What follows belongs to an exercise in optimizing a design on an open flow for small area; a production flow would make more cautious choices. The RTL was checked by simulation tests, not by an equivalence proof against the original design. The clock port is modelled as an ideal driver, which makes a skipped or thinned clock tree look cheaper than it is; a real chip needs a root buffer or a tree. Power is estimated from default activity; no workload was simulated.

Setup of run 1:
Design display_top, start of the top module:
module display_top (
	input         clk,     
	input         rst_n,   
	input  [63:0] grid,
	output        hsync,
	output        vsync,
	output [3:0]  red,
	output [3:0]  green,
	output [3:0]  blue
);
export LEC_CHECK = 0
export CAP_MARGIN = 20
export CORE_MARGIN = 2
export CORE_UTILIZATION = 40
export SLEW_MARGIN = 20
create_clock -name core_clock -period 39.7 [get_ports {clk}]
standard.sh (not shown) runs the stock make flow with config.mk's settings and CLKGATE_MAP_FILE= SYNTH_SCRIPT=/design/flow/synth_recipe.tcl, a recipe that flattens the netlist after the stock synthesis.
==> flow/flow/run.sh <==
#!/bin/bash
# Own layout flow: the standard synthesis, its combinational logic re-mapped
# for area (flip-flops untouched), then the standard ORFS layout with the
# port buffers made of the smallest buffer cell.
set -euo pipefail
WORK=$PWD
FLOWDIR=$WORK/flow
R=$WORK/orfs/results/$FLOW_PLATFORM/display_top/base

bash standard.sh synth > $WORK/std_synth.log 2>&1

cp $R/1_2_yosys.v $WORK/std_netlist.v
LIB=$FLOW_HOME/platforms/sky130hd/lib/sky130_fd_sc_hd__tt_025C_1v80.lib
DU=$(cat $FLOWDIR/dont_use.txt)
LIB_FILE=$LIB STD_NETLIST=$WORK/std_netlist.v OUT_NETLIST=$WORK/resynth_netlist.v \
  ABC_SCRIPT=$FLOWDIR/resynth.abc DONT_USE_ARGS="$DU" RESYNTH_STAT=$WORK/resynth_stat.txt \
  yosys -c $FLOWDIR/resynth.tcl > $WORK/resynth.log 2>&1
cp $WORK/resynth_netlist.v $R/1_2_yosys.v
rm -f $R/1_synth.odb $R/1_synth.sdc

bash standard.sh "BUFFER_PORTS_ARGS=-buffer_cell sky130_fd_sc_hd__buf_1" finish > $WORK/std_layout.log 2>&1
Other scripts of this flow, unchanged in this note and not shown: flow/flow/dont_use.txt, flow/flow/resynth.abc, flow/flow/resynth.tcl
Both conditions hold for run 1: the flow ran to the end and the final layout passed the timing, DRC and antenna checks.
diff inputs: run 1 => run 2
diff --git a/flow/flow/run.sh b/flow/flow/run.sh
--- a/flow/flow/run.sh
+++ b/flow/flow/run.sh
@@ -20,2 +20,4 @@
 
-bash standard.sh "BUFFER_PORTS_ARGS=-buffer_cell sky130_fd_sc_hd__buf_1" finish > $WORK/std_layout.log 2>&1
+bash standard.sh "BUFFER_PORTS_ARGS=-buffer_cell sky130_fd_sc_hd__buf_1" \
+  "CTS_ARGS=-repair_clock_nets -dont_use_dummy_load -buf_list sky130_fd_sc_hd__clkbuf_8 -root_buf sky130_fd_sc_hd__clkbuf_8" \
+  finish > $WORK/std_layout.log 2>&1
Notes after the runs:
For the routed wire length, run 2 came in 100 microns higher than run 1 did.
| wire length on met3 | higher: run 1 |
The higher worst path setup slack after routing of run 1 and run 2 is in run 1.
[compare] base=run 1 new=run 2: post-route setup TNS ~0 delta; first-iteration DRC count increased by 25 relative to the old numbers; die outline height roughly the same; multi-input gate area in the final layout moved up; number of setup buffers added after CTS comparable.
--- input diff run 2..run 3 ---
diff --git a/flow/flow/run.sh b/flow/flow/run.sh
--- a/flow/flow/run.sh
+++ b/flow/flow/run.sh
@@ -21,3 +21,3 @@
 bash standard.sh "BUFFER_PORTS_ARGS=-buffer_cell sky130_fd_sc_hd__buf_1" \
-  "CTS_ARGS=-repair_clock_nets -dont_use_dummy_load -buf_list sky130_fd_sc_hd__clkbuf_8 -root_buf sky130_fd_sc_hd__clkbuf_8" \
+  "CTS_ARGS=-sink_clustering_enable -sink_clustering_size 30 -sink_clustering_max_diameter 300 -repair_clock_nets -dont_use_dummy_load -buf_list sky130_fd_sc_hd__clkbuf_8 -root_buf sky130_fd_sc_hd__clkbuf_8" \
   finish > $WORK/std_layout.log 2>&1
==> notes.md <==
Run 3 finished every step from synthesis to the final layout, and the layout passed the timing, DRC and antenna checks.
Reported for run 2 and run 3, total track usage turned out identical to the last digit.
Required time of the critical path of run 2 is on par with run 3.
The share of final-layout standard cells stronger than drive strength 1 of run 2 and that of run 3 are within noise of each other.
Utilization: run 3 vs run 2 identical
The clock power share on run 2 is in line with that on run 3.
As far as post-CTS setup-driven buffer insertion count goes, run 3 and run 2 are indistinguishable; the numbers are identical.
On hold slack, run 2 and run 3 are neck and neck.
As far as total design power is concerned, run 3 and run 2 perform about the same.
As far as highest attainable clock frequency goes, run 3 and run 2 are indistinguishable; the numbers are identical.

---

pepper:
Another version of the RTL of display_top (not shown whole).
Size in the first run: ~240 cells after synthesis.
clock: 39.7 ns
lec_check: 0
cap_margin: 20
core_margin: 2
core_utilization: 40
slew_margin: 20
==> flow/flow/run.sh <==
#!/bin/bash
# Own layout flow: the standard synthesis, its combinational logic re-mapped
# for area (flip-flops untouched), then the standard ORFS layout with the
# port buffers made of the smallest buffer cell.
set -euo pipefail
WORK=$PWD
FLOWDIR=$WORK/flow
R=$WORK/orfs/results/$FLOW_PLATFORM/display_top/base

bash standard.sh synth > $WORK/std_synth.log 2>&1

cp $R/1_2_yosys.v $WORK/std_netlist.v
LIB=$FLOW_HOME/platforms/sky130hd/lib/sky130_fd_sc_hd__tt_025C_1v80.lib
DU=$(cat $FLOWDIR/dont_use.txt)
# deepsyn is randomised: in each of a few stages, run rounds of it and
# mapping with eight seeds (four at a time) from the best netlist so far,
# and keep the smallest netlist found
NSTAGE=10
NSEED=8
cp $WORK/std_netlist.v $WORK/resynth_in_0.v
BESTA=1e12
for T in $(seq 1 $NSTAGE); do
  for S in $(seq 1 $NSEED); do
    while [ $(jobs -rp | wc -l) -ge 4 ]; do sleep 1; done
    for K in 1 2 3 4; do sed "s/@SEED@/$((T * 100 + S * 10 + K))/" $FLOWDIR/resynth_round.abc; done > $WORK/resynth_${T}_$S.abc
    LIB_FILE=$LIB STD_NETLIST=$WORK/resynth_in_$((T - 1)).v OUT_NETLIST=$WORK/resynth_netlist_${T}_$S.v \
      ABC_SCRIPT=$WORK/resynth_${T}_$S.abc DONT_USE_ARGS="$DU" RESYNTH_STAT=$WORK/resynth_stat_${T}_$S.txt \
      yosys -c $FLOWDIR/resynth.tcl > $WORK/resynth_${T}_$S.log 2>&1 &
  done
  wait
  cp $WORK/resynth_in_$((T - 1)).v $WORK/resynth_in_$T.v
  for S in $(seq 1 $NSEED); do
    A=$(awk '/Chip area/{print $NF}' $WORK/resynth_stat_${T}_$S.txt 2>/dev/null || true)
    if [ -n "$A" ] && [ -s $WORK/resynth_netlist_${T}_$S.v ] && awk -v a="$A" -v b="$BESTA" 'BEGIN{exit !(a < b)}'; then
      BESTA=$A
      cp $WORK/resynth_netlist_${T}_$S.v $WORK/resynth_in_$T.v
      echo "stage $T: seed $S, area $A" >> $WORK/resynth_choice.txt
    fi
  done
done
if [ "$BESTA" = 1e12 ]; then echo "resynthesis failed" >&2; exit 1; fi
cp $WORK/resynth_in_$NSTAGE.v $WORK/resynth_netlist.v
cp $WORK/resynth_netlist.v $R/1_2_yosys.v
rm -f $R/1_synth.odb $R/1_synth.sdc

ARGS=("BUFFER_PORTS_ARGS=-buffer_cell sky130_fd_sc_hd__buf_1"
  "CTS_ARGS=-repair_clock_nets -dont_use_dummy_load -buf_list sky130_fd_sc_hd__clkbuf_8 -root_buf sky130_fd_sc_hd__clkbuf_8")
bash standard.sh "${ARGS[@]}" cts > $WORK/std_place_cts.log 2>&1
CTS_ODB=$R/4_cts.odb CLK_PORT=clk openroad -no_init -exit $FLOWDIR/cts_trim.tcl > $WORK/cts_trim.log 2>&1
bash standard.sh "${ARGS[@]}" finish > $WORK/std_layout.log 2>&1
Other scripts of this flow, unchanged in this note and not shown: flow/flow/cts_trim.tcl, flow/flow/dont_use.txt, flow/flow/resynth.tcl, flow/flow/resynth_round.abc
### pepper -> sierra
-- flow/flow/run.sh --
<<< pepper, line 18
NSTAGE=10
>>> sierra, line 18
NSTAGE=6
Findings:
Summary of the comparison: critical path depth in cells is lower in sierra, relative to pepper.
sierra: switching power of the nets about 1.3% above pepper
Against pepper, sierra reports a cell-internal power that is higher.
Compared with pepper, sierra has less setup slack.
Proportion of layout cells with a drive suffix above 1 delta (sierra -> pepper): insignificant
Summary: with pepper as the reference, total power in sierra moved up slightly.
Between pepper and sierra, the flow reports wire length of the first global-routing pass decreasing by a few percent.

afterwards: timing with drivers on the ports:
How much do the figures lean on ideal ports? The routed layouts below were timed once more, with nothing changed but the port constraints. Step 1: set_driving_cell puts a clkbuf_16 on clk and a buf_2 on each other input, an assumption about the parent block. Step 2 adds t to the input delays and takes it off the output delays; t is the mean of the earliest and latest rising clock arrival at the registers after step 1. Input paths then give back, and output paths get back, about the clock's delay inside the block. Three values: ideal, step 1, step 2; two values: the first two.
run | t, ns | slack for setup (ns) | hold slack, ns | slew at the worst register clock pin (ns)
run 1 | 0.298 | 29.314 / 29.318 / 29.020 | 0.516 / 0.516 / 0.516 | 0.09 / 0.09
run 2 | 0.292 | 29.200 / 29.202 / 28.909 | 0.517 / 0.517 / 0.517 | 0.09 / 0.09
run 3 | 0.292 | 29.200 / 29.202 / 28.909 | 0.517 / 0.517 / 0.517 | 0.09 / 0.09
pepper | 0.170 | 28.405 / 28.416 / 28.246 | 0.494 / 0.494 / 0.494 | 0.08 / 0.08
sierra | 0.167 | 28.122 / 28.131 / 27.965 | 0.491 / 0.491 / 0.491 | 0.08 / 0.08
After both steps setup and hold are still met in every run listed. The setup slack of run 1, which loses most, moves by +0.004 ns with the drivers and by -0.294 ns with both steps.
